This design comes from an exercise in tuning for small area, a short achievable clock period and few clock cycles per item on the open sky130 flow, not from production work. Where RTL was checked, it was by simulation tests only, not by an equivalence proof against the original. Power figures rest on the tool's default switching activity, not on a simulated workload.

==> flow/design.v (excerpt) <==
module projectCPU2020(
  clk,
  rst,
  wrEn,
  data_fromRAM,
  addr_toRAM,
  data_toRAM,
  PC,
  W
);
==> module projectCPU2020, before the edit <==
module projectCPU2020(
  clk,
  rst,
  wrEn,
  data_fromRAM,
  addr_toRAM,
  data_toRAM,
  PC,
  W
);
input clk, rst;
input wire [15:0] data_fromRAM;
output reg [15:0] data_toRAM;
output reg wrEn;
output reg [12:0] addr_toRAM;
output reg [12:0] PC;
output reg [15:0] W;
localparam S_D = 2'd0, S_I = 2'd1, S_E = 2'd2, S_K = 2'd3;
reg [1:0] state;
reg [2:0] opcode;
wire [15:0] s = data_fromRAM;
wire [2:0]  op_in = s[15:13];
wire        a_zero = (s[12:0] == 13'd0);
wire [12:0] pc_inc = PC + 13'd1;
wire [3:0]  n = s[3:0];
wire        c_shr = ~|s[15:4];                  
wire        c_shl = ~|s[15:5] & s[4];           
wire        right = ~((|s[15:6]) | s[4]);       
wire        rot = ~(c_shr | c_shl);
reg  [15:0] x [0:4];
integer k, j, d;
always @* begin
  x[0] = W;
  for (k = 0; k < 4; k = k + 1) begin
    d = 1 << k;
    for (j = 0; j < 16; j = j + 1) begin
      if (!n[k])
        x[k+1][j] = x[k][j];
      else if (right)
        x[k+1][j] = (j + d < 16) ? x[k][j+d] : (rot & x[k][j+d-16]);
      else
        x[k+1][j] = (j - d >= 0) ? x[k][j-d] : (rot & x[k][j-d+16]);
    end
  end
end
wire [15:0] w_shift = x[4];
reg [15:0] w_alu;
always @* begin
  case (opcode)
    3'b000: w_alu = W + s;
    3'b001: w_alu = ~(W | s);
    3'b010: w_alu = w_shift;
    3'b011: w_alu = {15'd0, W > s};
    3'b101: w_alu = s;
    default: w_alu = W;
  endcase
end
wire sel_pc = (state == S_K) || (state == S_E && opcode != 3'b111);
wire st_d = (state == S_D);
wire st_i = (state == S_I);
wire a_or = |{s[12:2], s[0]};
always @* begin
  data_toRAM = W;
  addr_toRAM = sel_pc ? pc_inc : s[12:0];
  if (st_d && !a_or) addr_toRAM[1] = 1'b1;
  wrEn = (st_d && op_in == 3'b110 && (a_or || s[1])) ||
         (st_i && opcode == 3'b110);
end
always @(posedge clk) begin
  if (rst) begin
    state <= S_K;
    opcode <= 3'd0;
    PC <= 13'h1fff;
    W <= 16'd0;
  end else begin
    case (state)
      S_D: begin
        opcode <= op_in;
        state <= a_zero ? S_I : S_E;
      end
      S_I: state <= S_E;
      S_E: begin
        state <= (opcode == 3'b100 && s == 16'd0) ? S_K : S_D;
        PC <= addr_toRAM;
        W <= w_alu;
      end
      default: begin
        state <= S_D;
        PC <= addr_toRAM;
      end
    endcase
  end
end
endmodule
Settings: LEC_CHECK=0, CAP_MARGIN=20, CORE_MARGIN=2, CORE_UTILIZATION=60, SETUP_SLACK_MARGIN=2.2, SLEW_MARGIN=20; clock period 6.0 ns.
standard.sh (not shown) runs the stock make flow with config.mk's settings and CLKGATE_MAP_FILE= SYNTH_SCRIPT=/design/flow/synth_recipe.tcl, a recipe that flattens the netlist after the stock synthesis.
==> flow/flow/run.sh <==
#!/bin/bash
# The standard layout, with these changes:
#  - synthesis runs ORFS's own synth.tcl, patched (patch_synth.py) so that
#    ABC first maps the logic cone of the memory outputs (addr_toRAM, wrEn)
#    on its own with the standard speed script, then maps the rest with
#    flow/main.abc (area recovery under a delay target) in place of
#    abc_speed.script, and without full-adder extraction. The registers,
#    their cells and names are those of the standard synthesis.
#  - the buffers ABC inserted are removed at floorplan (REMOVE_ABC_BUFFERS),
#    leaving buffering to the resizer.
#  - the ports get plain buffers (buf_1) instead of delay cells.
# Each tool's output goes to make_synth.log and make_layout.log here (and
# ORFS's own per-step logs under orfs/logs).
set -euo pipefail
here=$(pwd)
rm -rf "$here/scripts_custom"
cp -r "$FLOW_HOME/scripts" "$here/scripts_custom"
python3 "$here/flow/patch_synth.py" "$here/scripts_custom/synth.tcl"
cp "$FLOW_HOME/scripts/abc_speed.script" "$here/scripts_custom/abc_fast.script"
if [[ -f "$here/flow/main.abc" ]]; then cp "$here/flow/main.abc" "$here/scripts_custom/abc_speed.script"; fi
if [[ -f "$here/flow/no_extract_fa" ]]; then export NO_EXTRACT_FA=1; fi
SCRIPTS_DIR="$here/scripts_custom" bash standard.sh synth > make_synth.log 2>&1
unset NO_EXTRACT_FA
export REMOVE_ABC_BUFFERS=1
export BUFFER_PORTS_ARGS="-buffer_cell sky130_fd_sc_hd__buf_1"
bash standard.sh > make_layout.log 2>&1
==> flow/flow/main.abc <==
strash
balance -l; resub -K 6 -l; rewrite -l; resub -K 6 -N 2 -l; refactor -l; resub -K 8 -l; balance -l; resub -K 8 -N 2 -l; rewrite -l; resub -K 10 -l; rewrite -z -l; resub -K 10 -N 2 -l; balance -l; resub -K 12 -l; refactor -z -l; resub -K 12 -N 2 -l; rewrite -z -l; balance -l
dch
map -D 1000
topo
stime -p
==> flow/flow/no_extract_fa <==
present: synthesis skips full-adder extraction
==> flow/flow/patch_synth.py <==
import sys
p = sys.argv[1]
s = open(p).read()
old = "  log_cmd abc {*}$abc_args\n"
new = '''  # the cone of the memory address and write enable: map it on its own first
  select -set oc o:wrEn o:addr_toRAM %ci*:-sky130_fd_sc_hd__dfxtp_1
  log_cmd abc {*}[lreplace $abc_args 1 1 $::env(SCRIPTS_DIR)/abc_fast.script] @oc
  select -clear
  log_cmd abc {*}$abc_args
'''
assert s.count(old) == 1
s = s.replace(old, new)
old = "  extract_fa {*}[dont_use_extract_fa_args]\n"
assert s.count(old) == 1
s = s.replace(old, "  if {![info exists ::env(NO_EXTRACT_FA)]} { extract_fa {*}[dont_use_extract_fa_args] }\n")
open(p, 'w').write(s)
Edit:
--- a/flow/design.v
+++ b/flow/design.v
@@ -24,27 +24,23 @@
 wire [12:0] pc_inc = PC + 13'd1;
 wire [3:0]  n = s[3:0];
 wire        c_shr = ~|s[15:4];                  
 wire        c_shl = ~|s[15:5] & s[4];           
-wire        right = ~((|s[15:6]) | s[4]);       
-wire        rot = ~(c_shr | c_shl);
-reg  [15:0] x [0:4];
-integer k, j, d;
+wire        left = (|s[15:6]) | s[4];           
+wire [3:0]  r = left ? (~n + 4'd1) : n;
+wire [15:0] x1 = r[0] ? {W[0], W[15:1]} : W;
+wire [15:0] x2 = r[1] ? {x1[1:0], x1[15:2]} : x1;
+wire [15:0] x4 = r[2] ? {x2[3:0], x2[15:4]} : x2;
+wire [15:0] x8 = r[3] ? {x4[7:0], x4[15:8]} : x4;
+reg  [15:0] t, keep;
+integer k;
 always @* begin
-  x[0] = W;
-  for (k = 0; k < 4; k = k + 1) begin
-    d = 1 << k;
-    for (j = 0; j < 16; j = j + 1) begin
-      if (!n[k])
-        x[k+1][j] = x[k][j];
-      else if (right)
-        x[k+1][j] = (j + d < 16) ? x[k][j+d] : (rot & x[k][j+d-16]);
-      else
-        x[k+1][j] = (j - d >= 0) ? x[k][j-d] : (rot & x[k][j-d+16]);
-    end
-  end
+  for (k = 0; k < 16; k = k + 1)
+    t[k] = (k >= n);
+  for (k = 0; k < 16; k = k + 1)
+    keep[k] = ~(c_shr | c_shl) | (c_shl & t[k]) | (c_shr & t[15-k]);
 end
-wire [15:0] w_shift = x[4];
+wire [15:0] w_shift = x8 & keep;
 reg [15:0] w_alu;
 always @* begin
   case (opcode)
     3'b000: w_alu = W + s;
First-iteration DRC count went down by 46%.
Total power went up by 3.8%.
Setup slack is better by 0.034 ns.
Final area went down by 8.2%.
Maximum frequency went up by 0.90%.
Testbench counts after the change, summed over its fixed seeds: cycles 56,242, instructions 26,571.
For the first run of this note, only the layout was checked, not whether the RTL still works.

========
Another version of the RTL of projectCPU2020 (not shown whole).
Size in the first run: ~710 cells after synthesis, about 34 flip-flops, about 77 I/O pins, about 5200 µm² of cells after synthesis.
==> module projectCPU2020, before the edit <==
module projectCPU2020(
  clk,
  rst,
  wrEn,
  data_fromRAM,
  addr_toRAM,
  data_toRAM,
  PC,
  W
);
input clk, rst;
input wire [15:0] data_fromRAM;
output reg [15:0] data_toRAM;
output reg wrEn;
output reg [12:0] addr_toRAM;
output reg [12:0] PC;
output reg [15:0] W;
localparam S_D = 2'd0, S_I = 2'd1, S_E = 2'd2;
reg [1:0] state;
reg [2:0] opcode;
wire [2:0]  op_in = data_fromRAM[15:13];
wire        a_zero = (data_fromRAM[12:0] == 13'd0);
wire [15:0] s = data_fromRAM;
wire        skip = (opcode == 3'b100) && (s == 16'd0);
wire [11:0] pc_hi_inc = PC[12:1] + 12'd1;
wire [12:0] pc_seq = {(skip | PC[0]) ? pc_hi_inc : PC[12:1], PC[0] ^ ~skip};
wire [3:0]  n = s[3:0];
wire        c_shr = ~|s[15:4];                  
wire        c_shl = ~|s[15:5] & s[4];           
wire        c_ror = ~|s[15:6] & s[5] & ~s[4];   
wire        left = ~(c_shr | c_ror);
wire [3:0]  r = left ? (~n + 4'd1) : n;
wire [15:0] x1 = r[0] ? {W[0], W[15:1]} : W;
wire [15:0] x2 = r[1] ? {x1[1:0], x1[15:2]} : x1;
wire [15:0] x4 = r[2] ? {x2[3:0], x2[15:4]} : x2;
wire [15:0] x8 = r[3] ? {x4[7:0], x4[15:8]} : x4;
reg  [15:0] t, keep;
integer k;
always @* begin
  for (k = 0; k < 16; k = k + 1) begin
    t[k] = (k >= n);
  end
  for (k = 0; k < 16; k = k + 1) begin
    keep[k] = ~(c_shr | c_shl) | (c_shl & t[k]) | (c_shr & t[15-k]);
  end
end
wire [15:0] w_shift = x8 & keep;
reg [15:0] w_alu;
always @* begin
  case (opcode)
    3'b000: w_alu = W + s;
    3'b001: w_alu = ~(W | s);
    3'b010: w_alu = w_shift;
    3'b011: w_alu = {15'd0, W > s};
    3'b101: w_alu = s;
    default: w_alu = W;
  endcase
end
always @* begin
  data_toRAM = W;
  wrEn = 1'b0;
  addr_toRAM = data_fromRAM[12:0];
  case (state)
    S_D: begin
      if (a_zero) addr_toRAM = 13'd2;
      wrEn = (op_in == 3'b110) && !a_zero;
    end
    S_I: wrEn = (opcode == 3'b110);
    default: if (opcode != 3'b111) addr_toRAM = pc_seq;
  endcase
  if (rst) begin
    wrEn = 1'b0;
    addr_toRAM = 13'd0;
  end
end
always @(posedge clk) begin
  if (rst) begin
    state <= S_D;
    opcode <= 3'd0;
    PC <= 13'd0;
    W <= 16'd0;
  end else begin
    case (state)
      S_D: begin
        opcode <= op_in;
        state <= a_zero ? S_I : S_E;
      end
      S_I: state <= S_E;
      default: begin
        state <= S_D;
        PC <= addr_toRAM;
        W <= w_alu;
      end
    endcase
  end
end
endmodule
clock: 6.0 ns
lec_check: 0
cap_margin: 20
core_margin: 2
core_utilization: 40
setup_slack_margin: 3.0
slew_margin: 20
run.sh (not shown) runs the stock make flow with config.mk's settings and CLKGATE_MAP_FILE= SYNTH_SCRIPT=/design/flow/synth_recipe.tcl, a recipe that flattens the netlist after the stock synthesis.
Stock flow here: none of the scripts above is used.
Change:
--- a/flow/design.v
+++ b/flow/design.v
@@ -16,5 +16,5 @@
 output reg [12:0] PC;
 output reg [15:0] W;
-localparam S_D = 2'd0, S_I = 2'd1, S_E = 2'd2;
+localparam S_D = 2'd0, S_I = 2'd1, S_E = 2'd2, S_K = 2'd3;
 reg [1:0] state;
 reg [2:0] opcode;
@@ -22,7 +22,5 @@
 wire        a_zero = (data_fromRAM[12:0] == 13'd0);
 wire [15:0] s = data_fromRAM;
-wire        skip = (opcode == 3'b100) && (s == 16'd0);
-wire [11:0] pc_hi_inc = PC[12:1] + 12'd1;
-wire [12:0] pc_seq = {(skip | PC[0]) ? pc_hi_inc : PC[12:1], PC[0] ^ ~skip};
+wire [12:0] pc_inc = PC + 13'd1;
 wire [3:0]  n = s[3:0];
 wire        c_shr = ~|s[15:4];                  
@@ -38,10 +36,8 @@
 integer k;
 always @* begin
-  for (k = 0; k < 16; k = k + 1) begin
+  for (k = 0; k < 16; k = k + 1)
     t[k] = (k >= n);
-  end
-  for (k = 0; k < 16; k = k + 1) begin
+  for (k = 0; k < 16; k = k + 1)
     keep[k] = ~(c_shr | c_shl) | (c_shl & t[k]) | (c_shr & t[15-k]);
-  end
 end
 wire [15:0] w_shift = x8 & keep;
@@ -57,20 +53,17 @@
   endcase
 end
+wire sel_pc = (state == S_K) || (state == S_E && opcode != 3'b111);
+wire a_or = |{data_fromRAM[12:2], data_fromRAM[0]};
+wire st_d = (state == S_D);
+wire st_i = (state == S_I);
 always @* begin
   data_toRAM = W;
-  wrEn = 1'b0;
-  addr_toRAM = data_fromRAM[12:0];
-  case (state)
-    S_D: begin
-      if (a_zero) addr_toRAM = 13'd2;
-      wrEn = (op_in == 3'b110) && !a_zero;
-    end
-    S_I: wrEn = (opcode == 3'b110);
-    default: if (opcode != 3'b111) addr_toRAM = pc_seq;
-  endcase
-  if (rst) begin
-    wrEn = 1'b0;
-    addr_toRAM = 13'd0;
+  addr_toRAM = 13'd0;
+  if (!rst) begin
+    addr_toRAM = sel_pc ? pc_inc : data_fromRAM[12:0];
+    if (!sel_pc && st_d && !a_or) addr_toRAM[1] = 1'b1;
   end
+  wrEn = !rst && ((st_d && op_in == 3'b110 && (a_or || data_fromRAM[1])) ||
+                  (st_i && opcode == 3'b110));
 end
 always @(posedge clk) begin
@@ -87,8 +80,12 @@
       end
       S_I: state <= S_E;
+      S_E: begin
+        state <= (opcode == 3'b100 && s == 16'd0) ? S_K : S_D;
+        PC <= addr_toRAM;
+        W <= w_alu;
+      end
       default: begin
         state <= S_D;
         PC <= addr_toRAM;
-        W <= w_alu;
       end
     endcase
Effect:
- clock power goes down by 16%
- critical path depth shrinks by 28
- wire length fell by 14%
- non-clock buffer count shrinks by 56
- final area falls by 9.5%
- core utilization shrinks by 3.2 points
- total power goes down by 0.56%
- final cell count goes down by 14%
- via count went down by 17%
- sequential share of layout area grows by 1.3 points
No run of this note included a check of the RTL's function; only the layout flow was run.

========
== amber ==
The RTL this note starts from:
==> flow/design.v <==
module projectCPU2020(
  clk,
  rst,
  wrEn,
  data_fromRAM,
  addr_toRAM,
  data_toRAM,
  PC,
  W
);
input clk, rst;
input wire [15:0] data_fromRAM;
output reg [15:0] data_toRAM;
output reg wrEn;
output reg [12:0] addr_toRAM;
output reg [12:0] PC;
output reg [15:0] W;
localparam S_D = 2'd0, S_I = 2'd1, S_E = 2'd2;
reg [1:0] state;
reg [2:0] opcode;
wire [2:0]  op_in = data_fromRAM[15:13];
wire        a_zero = (data_fromRAM[12:0] == 13'd0);
wire [15:0] s = data_fromRAM;
wire        skip = (opcode == 3'b100) && (s == 16'd0);
wire [11:0] pc_hi_inc = PC[12:1] + 12'd1;
wire [12:0] pc_seq = {(skip | PC[0]) ? pc_hi_inc : PC[12:1], PC[0] ^ ~skip};
wire [3:0]  n = s[3:0];
wire        c_shr = ~|s[15:4];                  
wire        c_shl = ~|s[15:5] & s[4];           
wire        c_ror = ~|s[15:6] & s[5] & ~s[4];   
wire        left = ~(c_shr | c_ror);
wire [3:0]  r = left ? (~n + 4'd1) : n;
wire [15:0] x1 = r[0] ? {W[0], W[15:1]} : W;
wire [15:0] x2 = r[1] ? {x1[1:0], x1[15:2]} : x1;
wire [15:0] x4 = r[2] ? {x2[3:0], x2[15:4]} : x2;
wire [15:0] x8 = r[3] ? {x4[7:0], x4[15:8]} : x4;
reg  [15:0] t, keep;
integer k;
always @* begin
  for (k = 0; k < 16; k = k + 1) begin
    t[k] = (k >= n);
  end
  for (k = 0; k < 16; k = k + 1) begin
    keep[k] = ~(c_shr | c_shl) | (c_shl & t[k]) | (c_shr & t[15-k]);
  end
end
wire [15:0] w_shift = x8 & keep;
reg [15:0] w_alu;
always @* begin
  case (opcode)
    3'b000: w_alu = W + s;
    3'b001: w_alu = ~(W | s);
    3'b010: w_alu = w_shift;
    3'b011: w_alu = {15'd0, W > s};
    3'b101: w_alu = s;
    default: w_alu = W;
  endcase
end
always @* begin
  data_toRAM = W;
  wrEn = 1'b0;
  addr_toRAM = data_fromRAM[12:0];
  case (state)
    S_D: begin
      if (a_zero) addr_toRAM = 13'd2;
      wrEn = (op_in == 3'b110) && !a_zero;
    end
    S_I: wrEn = (opcode == 3'b110);
    default: if (opcode != 3'b111) addr_toRAM = pc_seq;
  endcase
  if (rst) begin
    wrEn = 1'b0;
    addr_toRAM = 13'd0;
  end
end
always @(posedge clk) begin
  if (rst) begin
    state <= S_D;
    opcode <= 3'd0;
    PC <= 13'd0;
    W <= 16'd0;
  end else begin
    case (state)
      S_D: begin
        opcode <= op_in;
        state <= a_zero ? S_I : S_E;
      end
      S_I: state <= S_E;
      default: begin
        state <= S_D;
        PC <= addr_toRAM;
        W <= w_alu;
      end
    endcase
  end
end
endmodule
clock: 6.0 ns
lec_check: 0
cap_margin: 20
core_margin: 2
core_utilization: 40
setup_slack_margin: 2.5
slew_margin: 20
What violet does differently from amber at the input level:
==> flow/design.v <==
module projectCPU2020(
  clk,
  rst,
  wrEn,
  data_fromRAM,
  addr_toRAM,
  data_toRAM,
  PC,
  W
);
input clk, rst;
input wire [15:0] data_fromRAM;
output reg [15:0] data_toRAM;
output reg wrEn;
output reg [12:0] addr_toRAM;
output reg [12:0] PC;
output reg [15:0] W;
localparam S_D = 2'd0, S_I = 2'd1, S_E = 2'd2, S_K = 2'd3;
reg [1:0] state;
reg [2:0] opcode;
wire [2:0]  op_in = data_fromRAM[15:13];
wire        a_zero = (data_fromRAM[12:0] == 13'd0);
wire [15:0] s = data_fromRAM;
reg  [12:0] pc_inc;
integer i;
always @* begin
  for (i = 0; i < 13; i = i + 1)
    pc_inc[i] = PC[i] ^ (&(PC | ~((13'd1 << i) - 13'd1)));
end
wire [3:0]  n = s[3:0];
wire        c_shr = ~|s[15:4];                  
wire        c_shl = ~|s[15:5] & s[4];           
wire        c_ror = ~|s[15:6] & s[5] & ~s[4];   
wire        left = ~(c_shr | c_ror);
wire [3:0]  r = left ? (~n + 4'd1) : n;
wire [15:0] x1 = r[0] ? {W[0], W[15:1]} : W;
wire [15:0] x2 = r[1] ? {x1[1:0], x1[15:2]} : x1;
wire [15:0] x4 = r[2] ? {x2[3:0], x2[15:4]} : x2;
wire [15:0] x8 = r[3] ? {x4[7:0], x4[15:8]} : x4;
reg  [15:0] t, keep;
integer k;
always @* begin
  for (k = 0; k < 16; k = k + 1)
    t[k] = (k >= n);
  for (k = 0; k < 16; k = k + 1)
    keep[k] = ~(c_shr | c_shl) | (c_shl & t[k]) | (c_shr & t[15-k]);
end
wire [15:0] w_shift = x8 & keep;
reg [15:0] w_alu;
always @* begin
  case (opcode)
    3'b000: w_alu = W + s;
    3'b001: w_alu = ~(W | s);
    3'b010: w_alu = w_shift;
    3'b011: w_alu = {15'd0, W > s};
    3'b101: w_alu = s;
    default: w_alu = W;
  endcase
end
wire sel_pc = (state == S_K) || (state == S_E && opcode != 3'b111);
always @* begin
  data_toRAM = W;
  wrEn = 1'b0;
  addr_toRAM = sel_pc ? pc_inc : data_fromRAM[12:0];
  if (state == S_D) begin
    if (a_zero) addr_toRAM[1] = 1'b1;
    wrEn = (op_in == 3'b110) && !a_zero;
  end
  if (state == S_I)
    wrEn = (opcode == 3'b110);
  if (rst) begin
    wrEn = 1'b0;
    addr_toRAM = 13'd0;
  end
end
always @(posedge clk) begin
  if (rst) begin
    state <= S_D;
    opcode <= 3'd0;
    PC <= 13'd0;
    W <= 16'd0;
  end else begin
    case (state)
      S_D: begin
        opcode <= op_in;
        state <= a_zero ? S_I : S_E;
      end
      S_I: state <= S_E;
      S_E: begin
        state <= (opcode == 3'b100 && s == 16'd0) ? S_K : S_D;
        PC <= addr_toRAM;
        W <= w_alu;
      end
      default: begin
        state <= S_D;
        PC <= addr_toRAM;
      end
    endcase
  end
end
endmodule
Looking at simple-gate area share of the yosys netlist, violet sits 3.4 points lower than amber does.
Diff amber -> violet: critical path depth down 28, portion of total power attributed to combinational logic up 1.2 points.
What amber reported for non-clock buffer count has to be multiplied by 0.62 to get the figure for violet.
Relative to amber, met2 wirelength from detailed routing has decreased by about 24% in violet.
Path type of the worst setup path: input port to flop -> amber, input port to primary output -> violet
Clock insertion delay at the later pin of the skew report: amber vs violet, no meaningful difference
Summary of violet over amber: total via count after detailed routing down 1,435; core utilization down 6.7 points; worst hold slack down 0.022 ns.
violet vs amber — final design area excluding fillers dropped by more than 10%
Sort violet and amber by reg2reg setup slack desc -> top: violet
Summary: with amber as the reference, global-route wire length before repair in violet moved down by more than 10%.
Fraction of area in clock buffers and inverters: amber vs violet — no meaningful difference
Testbench counts of violet, summed over its fixed seeds: cycles 56,082, instructions 26,571.
No functional check of the RTL was part of amber.

[separate check: timing with driven ports]
How much do the figures lean on ideal ports? The routed layouts below were timed once more, with nothing changed but the port constraints. Step 1: set_driving_cell puts a clkbuf_16 on clk and a buf_2 on each other input, an assumption about the parent block. Step 2 also shifts input and output timing later by t, the mid clock arrival at the registers, as if the neighbouring blocks saw the same clock. Slacks: ideal / step 1 / step 2; pairs: ideal / step 1.
run	t (ns)	slack for setup (ns)	hold slack, ns	worst setup path after step 2	worst data-port slew with drivers (ns)
the first run of note 1	0.335	2.201 / 2.209 / 1.874	0.535 / 0.535 / 0.535	input to register	0.04
the second run of note 1	0.330	2.235 / 2.210 / 1.966	0.552 / 0.552 / 0.552	input to register	0.03
the first run of note 2	0.336	0.726 / 0.730 / 0.395	0.533 / 0.533 / 0.533	input to register	0.05
the second run of note 2	0.320	2.333 / 2.295 / 2.104	0.522 / 0.522 / 0.522	input to register	0.13
amber	0.336	0.778 / 0.783 / 0.447	0.533 / 0.533 / 0.533	input to register	0.06
violet	0.328	2.393 / 2.345 / 2.105	0.510 / 0.510 / 0.510	input to register	0.06
After both steps every run listed still meets setup and hold.
